Background: an optimization exercise with open tools, aiming at small area. Do not read the settings as production practice.
At most, simulation tests tie the RTL to the original design; equivalence was not proved.
Function not checked in run 1: the RTL went through the layout flow alone.
No activity file was given, so power comes from the tool's default toggle rates.

==> flow/design.v <==
module uart_debounce
(
	input 	wire 	clk,
	input 	wire 	btn_press,
	output 	reg 	btn_result,
	output 	wire 	rst
);
localparam [17:0] SEED = 18'hf2be;
reg [17:0] counter;
reg        sync1;
reg        sync2;
always @(posedge clk)
begin
	sync1 <= btn_press;
	sync2 <= sync1;
end
wire diff = sync2 ^ btn_result;
wire term = (counter[16:0] == 17'd0);
assign rst = btn_result | (diff & term);
always @(posedge clk)
begin
	btn_result <= btn_result ^ (diff & term);
	if (!diff || term)
		counter <= SEED;
	else
		counter <= {counter[16:0], counter[17] ^ counter[6]};
end
endmodule
module uart_rx
(
	input 				i_clk,
	input 				i_rst,			 
	input 				i_data_bit,
	output 				o_latch,		 
	output 				o_ferr,			 
	output reg [7:0] 	o_data_byte
);
localparam [3:0] P_STOP = 4'd0, P_H1 = 4'd1, P_H2 = 4'd2, P_IDLE = 4'd3,
                 P_E1 = 4'd4, P_E2 = 4'd5, P_START = 4'd7;
localparam [7:0] CSEED = 8'h70, T116 = 8'h91;
reg [3:0] phase;
reg [7:0] cnt;
reg       rx_sync1, rx_sync2;
wire start_fall = rx_sync2 & ~rx_sync1;
wire t116 = (cnt == T116);
wire t233 = (cnt[6:0] == 7'd0);
wire idle = (phase == P_IDLE);
assign o_latch = (phase == P_H1) | (phase == P_E1);
assign o_ferr  = (phase == P_E2);
always @(posedge i_clk)
begin
	if (i_rst) begin
		rx_sync1 <= 1'b1;
		rx_sync2 <= 1'b1;
	end else begin
		rx_sync1 <= i_data_bit;
		rx_sync2 <= rx_sync1;
	end
end
always @(posedge i_clk)
begin
	if (i_rst || idle || t233)
		cnt <= CSEED;
	else
		cnt <= {cnt[6:0], cnt[7] ^ cnt[5] ^ cnt[4] ^ cnt[3]};
end
always @(posedge i_clk)
begin
	if (i_rst)
		phase <= P_IDLE;
	else case (phase)
		P_IDLE:  if (start_fall) phase <= P_START;
		P_START: if (t116 && rx_sync2) phase <= P_IDLE;
		         else if (t233) phase <= 4'd8;
		P_STOP:  if (t116) phase <= rx_sync2 ? P_H1 : P_E1;
		P_H1:    phase <= P_H2;
		P_E1:    phase <= P_E2;
		P_H2, P_E2: phase <= P_IDLE;
		default: if (phase[3] && t233) phase <= phase + 4'd1;
	endcase
end
always @(posedge i_clk)
begin
	if (phase[3] && t116)
		o_data_byte <= {rx_sync2, o_data_byte[7:1]};
end
endmodule
module uart_tx
(
	input		 	i_clk,
	input 			i_rst,			 
	input [7:0] 	data_send,
	input 			tx_valid,
	output reg		ready_tx,
	output reg 		o_tx
);
localparam [3:0] P_STOP = 4'd0, P_IDLE = 4'd1, P_START = 4'd7;
localparam [7:0] CSEED = 8'h70;
reg [3:0] phase;
reg [7:0] cnt;
reg [7:0] temp_data;
wire idle = (phase == P_IDLE);
wire t233 = (cnt[6:0] == 7'd0);
always @(posedge i_clk)
begin
	if (i_rst || idle || t233)
		cnt <= CSEED;
	else
		cnt <= {cnt[6:0], cnt[7] ^ cnt[5] ^ cnt[4] ^ cnt[3]};
end
always @(posedge i_clk)
begin
	if (i_rst)
		phase <= P_IDLE;
	else if (idle) begin
		if (tx_valid) phase <= P_START;
	end else if (t233)
		phase <= phase + 4'd1;
end
always @(posedge i_clk)
begin
	if (i_rst)
		ready_tx <= 1'b1;
	else
		ready_tx <= idle;
end
always @(posedge i_clk)
begin
	if (idle && tx_valid)
		temp_data <= data_send;
end
always @(posedge i_clk)
begin
	if (i_rst)
		o_tx <= 1'b1;
	else if (phase[3])
		o_tx <= temp_data[phase[2:0]];
	else
		o_tx <= (phase != P_START);
end
endmodule
module uart_top
(
	input 	wire clk,
	input 	wire rst_btn,
	input 	wire BL616_UART_RX,
	output 	wire BL616_UART_TX,
	output 	reg LED0,
	output	reg LED1,
	output 	reg LED2,
	output 	reg LED3,
	output 	wire LED4
);
localparam [20:0] DLY_SEED = 21'h17de1f;	 
localparam [22:0] LED_SEED = 23'h17fac4;	 
localparam [24:0] HB_SEED  = 25'h6145f8;	 
wire rst_active, rst;
uart_debounce DEBOUNCE
(
	.clk 		(clk),
	.btn_press 	(rst_btn),
	.btn_result (rst_active),
	.rst        (rst)
);
assign LED4 = ~rst_active;
wire       rx_latch, rx_ferr;
wire [7:0] rx_data;
reg  [7:0] rx_data_latched;
reg        tx_valid;
wire       tx_ready;
uart_rx RX
(
	.i_clk       (clk),
	.i_rst       (rst),
	.i_data_bit  (BL616_UART_RX),
	.o_latch     (rx_latch),
	.o_ferr      (rx_ferr),
	.o_data_byte (rx_data)
);
uart_tx TX
(
	.i_clk     (clk),
	.i_rst     (rst),
	.data_send (rx_data_latched),
	.tx_valid  (tx_valid),
	.ready_tx  (tx_ready),
	.o_tx      (BL616_UART_TX)
);
wire tx_accept = tx_valid & tx_ready;
always @(posedge clk)
	if (rx_latch)
		rx_data_latched <= rx_data;
reg  [20:0] dly_q;
localparam [20:0] DP = 21'h0aaaaa;
wire [20:0] dly = dly_q ^ DP;
reg  [20:0] dly_n;
wire dly_low0  = (dly[19:0] == 20'd0);
wire dly_idle  = dly_low0 & ~dly[20];
wire dly_end   = dly_low0 &  dly[20];
always @(posedge clk)
begin
	if (rst)
		dly_n = 21'd0;
	else if (rx_latch && dly_idle)
		dly_n = DLY_SEED;
	else
		dly_n = {dly[19:0], (dly[20] ^ dly[1]) & ~dly_low0};
	dly_q <= dly_n ^ DP;
end
always @(posedge clk)
begin
	if (rst)
		tx_valid <= 1'b0;
	else if (tx_accept)
		tx_valid <= 1'b0;
	else if (dly_end)
		tx_valid <= 1'b1;
end
reg  [24:0] hb_q;
localparam [24:0] HP = 25'h0aaaaaa;
wire [24:0] hb = hb_q ^ HP;
reg  [24:0] hb_n;
wire hb_end = (hb[23:0] == 24'd0);
always @(posedge clk)
begin
	if (rst || hb_end)
		hb_n = HB_SEED;
	else
		hb_n = {hb[23:0], hb[24] ^ hb[2]};
	hb_q <= hb_n ^ HP;
end
always @(posedge clk)
begin
	if (rst)
		LED0 <= 1'b1;
	else if (hb_end)
		LED0 <= ~LED0;
end
reg  [22:0] l1_q, l2_q, l1_n, l2_n;
localparam [22:0] LP = 23'h2aaaaa;
wire [22:0] l1 = l1_q ^ LP;
wire [22:0] l2 = l2_q ^ LP;
wire l1_low0 = (l1[21:0] == 22'd0);
wire l2_low0 = (l2[21:0] == 22'd0);
wire l1_idle = l1_low0 & ~l1[22];
wire l2_idle = l2_low0 & ~l2[22];
always @(posedge clk)
begin
	if (rst)
		l1_n = 23'd0;
	else if (rx_latch)
		l1_n = LED_SEED;
	else
		l1_n = {l1[21:0], (l1[22] ^ l1[4]) & ~l1_low0};
	l1_q <= l1_n ^ LP;
end
always @(posedge clk)
begin
	if (rst)
		l2_n = 23'd0;
	else if (tx_accept)
		l2_n = LED_SEED;
	else
		l2_n = {l2[21:0], (l2[22] ^ l2[4]) & ~l2_low0};
	l2_q <= l2_n ^ LP;
end
always @(posedge clk)
begin
	if (rst) begin
		LED1 <= 1'b1;
		LED2 <= 1'b1;
	end else begin
		if (!rx_latch)
			LED1 <= l1_idle;
		if (!tx_accept)
			LED2 <= l2_idle;
	end
end
always @(posedge clk)
begin
	if (rst)
		LED3 <= 1'b1;
	else if (rx_ferr)
		LED3 <= 1'b0;
end
endmodule
==> flow/flow/run.sh <==
#!/bin/bash
set -e
export CTS_ARGS="-sink_clustering_enable -repair_clock_nets -dont_use_dummy_load -sink_clustering_size 16 -sink_clustering_max_diameter 50 -buf_list {sky130_fd_sc_hd__clkbuf_4 sky130_fd_sc_hd__clkbuf_8}"
export BUFFER_PORTS_ARGS="-buffer_cell sky130_fd_sc_hd__buf_1"
bash standard.sh > standard.log 2>&1
==> flow/standard.sh <==
#!/bin/bash
# synth_recipe.tcl (not shown) runs the flow's synth.tcl, then flattens the netlist and writes it again
# the make line also repeats each setting of config.mk as NAME=value (left out here)
make -C /OpenROAD-flow-scripts/flow DESIGN_CONFIG=/design/flow/config.mk WORK_HOME=/design/flow/orfs CLKGATE_MAP_FILE= SYNTH_SCRIPT=/design/flow/synth_recipe.tcl "${@:-finish}"
==> flow/config.mk <==
export PLATFORM = sky130hd
export DESIGN_NAME = uart_top
export DESIGN_NICKNAME = uart_top
export VERILOG_FILES = /design/flow/design.v
export SDC_FILE = /design/flow/constraint.sdc
export NUM_CORES = 4
export LEC_CHECK = 0
export CAP_MARGIN = 20
export CORE_MARGIN = 2
export CORE_UTILIZATION = 40
export SLEW_MARGIN = 20
==> flow/constraint.sdc <==
create_clock -name core_clock -period 10.0 [get_ports {clk}]
set_input_delay 2.0000 -clock core_clock [delete_from_list [all_inputs] [get_ports {clk}]]
set_output_delay 2.0000 -clock core_clock [all_outputs]
set_load 0.01 [all_outputs]
==> results of run 1 <==
[metrics by stage]
stage	setup WS, ps	hold slack (ps)	instance area [sq um]	total power [mW]	util
6_report	6900	331	5970	1.48	0.435
5_1_grt	6820	348	5970	1.57	0.435
4_1_cts	6870	334	5970	1.50	0.435
3_5_place_dp	7350	315	5730	1.15	0.418
3_3_place_gp	7350	311	5730	1.14	0.418
2_1_floorplan	7470	310	5550	1.08	-
[logic make-up after synthesis]
logic type,share of synthesized area
simple gates,0.191
flops,0.659
compound gates,0.0774
buf+inv,0.0226
xor+xnor,0.0221
mux,0.0153
fa+ha+maj,0.0135
[flip-flops by register name (all words and copies together) (netlist names), 4 cells and up, named ones only]
register	flops
rx_data_latched	8
TX.phase	4
l1_q	23
RX.o_data_byte	8
RX.phase	4
TX.cnt	8
TX.temp_data	8
RX.cnt	8
DEBOUNCE.counter	18
dly_q	21
l2_q	23
hb_q	25
[path summary, 6_finish.rpt]
path                    endpoint  cells past startpoint                start
setup / recovery            LED4                      2             register
hold / removal    DEBOUNCE.sync2                      0       DEBOUNCE.sync1
setup reg to reg       TX.cnt[3]                      5  DEBOUNCE.counter[1]
hold reg to reg   DEBOUNCE.sync2                      0       DEBOUNCE.sync1
[critical path: stages (launching register included)]
cell	delay [ps]
edfxtp_1	450
inv_1	80
buf_1	140
[placed cells by master (no fill, tap or decap), types with 10 or more instances in the layout]
cell / n
nor2_1: 43
o21ai_0: 22
inv_1: 12
and2_1: 12
nand2b_1: 11
dfxtp_1: 145
nor4bb_1: 11
clkbuf_8: 17
or2_2: 12
a21oi_1: 29
edfxtp_1: 25
nand4_1: 10
nor3_1: 10
nand2_1: 51
[layout make-up]
| cell class | instances | area, sq um |
|---|---|---|
| sequential | 170 | 3650 |
| timing repair buffer | 9 | 37.5 |
| multi-input combinational | 289 | 1770 |
| clock buffer | 17 | 234 |
| inverter | 13 | 48.8 |
| fill | 1272 | 7750 |
| tap | 180 | 225 |
[where the power goes]
group | internal (mW) | total (mW) | switching (mW)
sequential | 0.778 | 0.831 | 0.0526
clock | 0.150 | 0.346 | 0.196
combinational | 0.132 | 0.303 | 0.170
total | 1.06 | 1.48 | 0.419
[routing by layer]
| layer | vias to the layer above | part of all wire | track usage |
|---|---|---|---|
| met2 | 37 | 0.46 | 0.209 |
| met4 | 0 | 0.021 | 0.0704 |
| li1 | 1702 | - | - |
| met5 | - | 0 | 0 |
| met1 | 1590 | 0.49 | 0.164 |
| met3 | 15 | 0.026 | 0.0393 |
==> reports/qor.yml, run 1 <==
outcome: "timing/DRC/antenna clean"
p_per_area_nw_per_um2: 248
syn-instance-count: 486
cp_max_fo: 4
grt_use_total: 0.133
ant_nets: 0
drt_wl_total_mm: 8.74
cts_buffers: 17
ys.flop_type: "dfxtp_1"
grt_start_max_net_pins: 40
syn_avg_cell_area_sq_um: 11.4
yosys_warnings: 4
clkLatencyLatePin_ps: 440
cts_resized: 0
portBuffers: 8
die_h_um: 122
rows: 43
ios: 9
fin_skew_ps: 38.4
drt_first_pass_iters: 4
endpoint_kind: "primary output"
ys_types: 51
cp.arrival_ps: 1100
h-tree-depth: 4
initial_core_util: 0.404
holdBufCountCts: 0
tritoncts: "done"
yosysTopAreaCellShare: 0.523
synth-seq-area-share: 0.659
min_period_over_period: 0.310
grt_overflow: 0
ys_top_cells_by_area: "dfxtp_1 (52%), edfxtp_1 (14%), nand2_1 (3.5%)"
critPathLaunchType: "register"
layout.cells.non_filler: 678
coreArea_sq_um: 13700
drv_cap: 0
fmax_mhz: 322
clockBufferDepth: 2
gp_congestion: 0.807
async_flop_share: 0
drtIter0Drc: 185
hold_viol_final: 0
synth_enable_flop_cells: 25
fin_nets: 509
wl_per_cell_um: 12.9
p_leak_nw: 2.28
synth_nets: 495
place_hpwl_mm: 5.82
dp_cells: 661
max-vdd-ir-drop_v: 0.0000953
ys_ff_latch: 170
dieArea_sq_um: 14800
crit_type: "reg2out"
setup_violations: 0
worstPathRequired_ps: 8000
min_period_ps: 3100
synth_commonest_cells: "dfxtp_1 (145), nand2_1 (51), nor2_1 (43)"
clkSlewWorstSetupHoldPaths_ps: 80
areaGrowthSynthToFinish_pct: 7.58
hold_class: "reg2reg"
drc: 0
vias: 3344
routed_via_density: 4.93
yosysMostFrequentCell: "dfxtp_1"
antenna_found_initial: 0
cts_sinks: 170
die_w_um: 122
slew-limit-headroom: 0.441
rsz0062_at_grt: "no"
drv_slew: 0
post-cts-setup-buffers: 0
grt_pass1_wl_mm: 15.3
finalSetupTns_ps: 0
synth_top_area_cell: "dfxtp_1"
netlist_area_sq_um: 5550
grt_pass1_vias: 3335
rrSetupSlack_ps: 7420
max_slew.worst_pin.slew_ps: 838
drive_above_1_share: 0.0884
root_buffer: "clkbuf_8"
antennaDiodeCount: 0
==> run 2, diff against run 1 <==
--- a/flow/design.v
+++ b/flow/design.v
@@ -192,6 +192,3 @@
 		rx_data_latched <= rx_data;
-reg  [20:0] dly_q;
-localparam [20:0] DP = 21'h0aaaaa;
-wire [20:0] dly = dly_q ^ DP;
-reg  [20:0] dly_n;
+reg  [20:0] dly;
 wire dly_low0  = (dly[19:0] == 20'd0);
@@ -202,8 +199,7 @@
 	if (rst)
-		dly_n = 21'd0;
+		dly <= 21'd0;
 	else if (rx_latch && dly_idle)
-		dly_n = DLY_SEED;
-	else
-		dly_n = {dly[19:0], (dly[20] ^ dly[1]) & ~dly_low0};
-	dly_q <= dly_n ^ DP;
+		dly <= DLY_SEED;
+	else
+		dly <= {dly[19:0], (dly[20] ^ dly[1]) & ~dly_low0};
 end
@@ -218,6 +214,3 @@
 end
-reg  [24:0] hb_q;
-localparam [24:0] HP = 25'h0aaaaaa;
-wire [24:0] hb = hb_q ^ HP;
-reg  [24:0] hb_n;
+reg  [24:0] hb;
 wire hb_end = (hb[23:0] == 24'd0);
@@ -226,6 +219,5 @@
 	if (rst || hb_end)
-		hb_n = HB_SEED;
-	else
-		hb_n = {hb[23:0], hb[24] ^ hb[2]};
-	hb_q <= hb_n ^ HP;
+		hb <= HB_SEED;
+	else
+		hb <= {hb[23:0], hb[24] ^ hb[2]};
 end
@@ -238,6 +230,3 @@
 end
-reg  [22:0] l1_q, l2_q, l1_n, l2_n;
-localparam [22:0] LP = 23'h2aaaaa;
-wire [22:0] l1 = l1_q ^ LP;
-wire [22:0] l2 = l2_q ^ LP;
+reg  [22:0] l1, l2;
 wire l1_low0 = (l1[21:0] == 22'd0);
@@ -249,18 +238,16 @@
 	if (rst)
-		l1_n = 23'd0;
+		l1 <= 23'd0;
 	else if (rx_latch)
-		l1_n = LED_SEED;
-	else
-		l1_n = {l1[21:0], (l1[22] ^ l1[4]) & ~l1_low0};
-	l1_q <= l1_n ^ LP;
-end
-always @(posedge clk)
-begin
-	if (rst)
-		l2_n = 23'd0;
+		l1 <= LED_SEED;
+	else
+		l1 <= {l1[21:0], (l1[22] ^ l1[4]) & ~l1_low0};
+end
+always @(posedge clk)
+begin
+	if (rst)
+		l2 <= 23'd0;
 	else if (tx_accept)
-		l2_n = LED_SEED;
-	else
-		l2_n = {l2[21:0], (l2[22] ^ l2[4]) & ~l2_low0};
-	l2_q <= l2_n ^ LP;
+		l2 <= LED_SEED;
+	else
+		l2 <= {l2[21:0], (l2[22] ^ l2[4]) & ~l2_low0};
 end
==> flow/run.sh (new file) <==
#!/bin/bash
# synth_recipe.tcl (not shown) runs the flow's synth.tcl, then flattens the netlist and writes it again
# the make line also repeats each setting of config.mk as NAME=value (left out here)
make -C /OpenROAD-flow-scripts/flow DESIGN_CONFIG=/design/flow/config.mk WORK_HOME=/design/flow/orfs CLKGATE_MAP_FILE= SYNTH_SCRIPT=/design/flow/synth_recipe.tcl finish
removed: flow/flow/run.sh
removed: flow/standard.sh
==> reports/qor.yml, run 2 <==
grt_pass1_vias: 3496
hold_class: "reg2reg"
outcome: "timing/DRC/antenna clean"
clkLatencyLatePin_ps: 420
synth_top_area_cell: "dfxtp_1"
synth_commonest_cells: "dfxtp_1 (145), nor2_1 (102), and2_1 (38)"
ys_types: 47
drv_slew: 0
synth_enable_flop_cells: 25
crit_type: "reg2out"
yosysMostFrequentCell: "dfxtp_1"
slowest_stage: "clkdlybuf4s50_1"
hold_viol_final: 0
grt_use_total: 0.136
antenna_found_initial: 0
setup_slack_ps: 6460
coreArea_sq_um: 13900
grt_pass1_wl_mm: 16.2
regMostFlops: "hb"
post-cts-setup-buffers: 0
drt_first_pass_iters: 5
synth-seq-area-share: 0.639
ys.flop_type: "dfxtp_1"
path_cells: "inv_1 > clkdlybuf4s50_1"
rows: 43
holdBufCountCts: 0
drt_wl_total_mm: 9.33
reg_top3: "hb x25, l1 x23, l2 x23"
critPathLaunchType: "register"
grt_overflow: 0
endpoint_kind: "primary output"
die_h_um: 124
p_leak_nw: 2.53
rsz0062_at_grt: "no"
drv_cap: 0
synth_nets: 535
p_per_area_nw_per_um2: 261
antennaDiodeCount: 0
cp_top_family: "buffers and inverters"
min_period_over_period: 0.354
routed_via_density: 4.88
pre_cts_ws_ps: 6900
cts_resized: 0
vias: 3566
min_period_ps: 3540
fin_skew_ps: 10.2
areaGrowthSynthToFinish_pct: 15.2
ant_nets: 0
fin_nets: 546
path_buf_inv: 2
place_hpwl_mm: 5.82
ys_ff_latch: 170
initial_core_util: 0.410
yosys_warnings: 4
wl_per_cell_um: 12.8
cts_sinks: 170
max_slew.worst_pin.slew_ps: 922
h-tree-depth: 4
cts_buffers: 17
largest_reg_flops: 25
gp_congestion: 0.847
cp.arrival_ps: 1540
ios: 9
dieArea_sq_um: 15300
crit_path_max_incr_delay_ps: 550
clkSlewWorstSetupHoldPaths_ps: 70
drc: 0
yosysTopAreaCellShare: 0.508
syn_avg_cell_area_sq_um: 10.9
ys_top_cells_by_area: "dfxtp_1 (51%), edfxtp_1 (13%), nor2_1 (6.7%)"
setup_violations: 0
portBuffers: 8
tritoncts: "done"
finalSetupTns_ps: 0
mostFrequentLayoutCell: "dfxtp_1"
slew-limit-headroom: 0.385
layout_common_cells: "dfxtp_1 (145), nor2_1 (102), and2_1 (38)"
die_w_um: 124
cp_max_fo: 3
worstPathRequired_ps: 8000
drtIter0Drc: 252
syn-instance-count: 526
clockBufferDepth: 2
root_buffer: "clkbuf_16"
fmax_mhz: 283
max-vdd-ir-drop_v: 0.000125
drive_above_1_share: 0.104
grt_start_max_net_pins: 70
async_flop_share: 0
netlist_area_sq_um: 5720
-- run 2: cell types whose count changed in the layout (fill, tap and decap cells not counted), sizes merged, moves of 4 or more --
cell | before | now
o21ai | 23 | 5
or3 | 0 | 11
nor4 | 12 | 29
clkinv | 1 | 7
nand3 | 1 | 5
clkdlybuf4s50 | 0 | 8
a21oi | 29 | 6
and3 | 6 | 13
nor2 | 44 | 102
nand2 | 51 | 18
buf | 9 | 3
and2 | 12 | 38
nand4 | 10 | 6
nor4bb | 11 | 0
-- run 2: metal layers --
metal | up-vias | track usage | wire length [um]
met3 | 13 | 0.0401 | 252
met5 | - | 0 | 0
met2 | 51 | 0.218 | 4300
li1 | 1819 | - | -
met4 | 0 | 0.0618 | 188
met1 | 1683 | 0.171 | 4590
-- run 2: cell families (layout without fill, tap and decap cells) --
| group | count (synthesis) | count (layout) | share of synthesized area |
|---|---|---|---|
| buf+inv | 31 | 55 | 0.0243 |
| xor+xnor | 14 | 14 | 0.0214 |
| fa+ha+maj | 6 | 6 | 0.0131 |
| mux | 6 | 6 | 0.0149 |
| simple gates | 266 | 266 | 0.243 |
| compound gates | 33 | 33 | 0.0442 |
| flops | 170 | 170 | 0.639 |
-- run 2: final timing paths --
kind | start | endpoint | slack [ps] | depth (start not counted)
worst max-delay path | register | LED4 | 6460 | 2
worst max register to register | TX.phase[0] | TX.phase[1] | 7550 | 6
worst min register to register | DEBOUNCE.sync1 | DEBOUNCE.sync2 | 340 | 0
worst min-delay path | DEBOUNCE.sync1 | DEBOUNCE.sync2 | 340 | 0
-- run 2: stage by stage --
stage	std cells	util	hold WS (ps)	area, sq um	power [mW]
2_1_floorplan	526	-	310	5720	1.00
3_3_place_gp	698	0.428	314	5960	1.05
3_5_place_dp	698	0.428	325	5960	1.06
4_1_cts	730	0.472	339	6580	1.73
5_1_grt	730	0.473	357	6590	1.80
6_report	730	0.473	338	6590	1.72
-- run 2: final cells by class --
cell class / instances / area [sq um]
Clock buffer: 19 / 454
Clock inverter: 13 / 168
Fill cell: 1251 / 7350
Inverter: 12 / 45.0
Multi-Input combinational cell: 325 / 1940
Sequential cell: 170 / 3650
Tap cell: 180 / 225
Timing Repair Buffer: 11 / 103
-- run 2: power breakdown --
group	internal, mW	total, mW	switching [mW]
Clock	0.409	0.674	0.264
Combinational	0.111	0.243	0.132
Sequential	0.758	0.802	0.0447

static timing again, ports no longer ideal:
Ports are ideal in the flow. The routed layouts listed here were re-timed in OpenROAD.
Step 1: set_driving_cell puts a clkbuf_16 on clk and a buf_2 on each other input, an assumption about the parent block.
Step 2 moves the port delays by t, midway between the first and last clock arrival at a register: inputs arrive t later, outputs are due t later. That takes back most of the time a late clock gives input paths.
Slacks: ideal / step 1 / step 2; pairs: ideal / step 1.
run	t (ns)	setup WS [ns]	worst setup path after step 2	worst register clock-pin slew, ns	worst slew at a driven data input, ns
run 1	0.460	6.899 / 6.863 / 7.323	register to output	0.09 / 0.09	0.03
run 2	0.456	6.464 / 6.424 / 6.879	register to output	0.07 / 0.07	0.03
After both steps setup and hold are still met in every run listed.
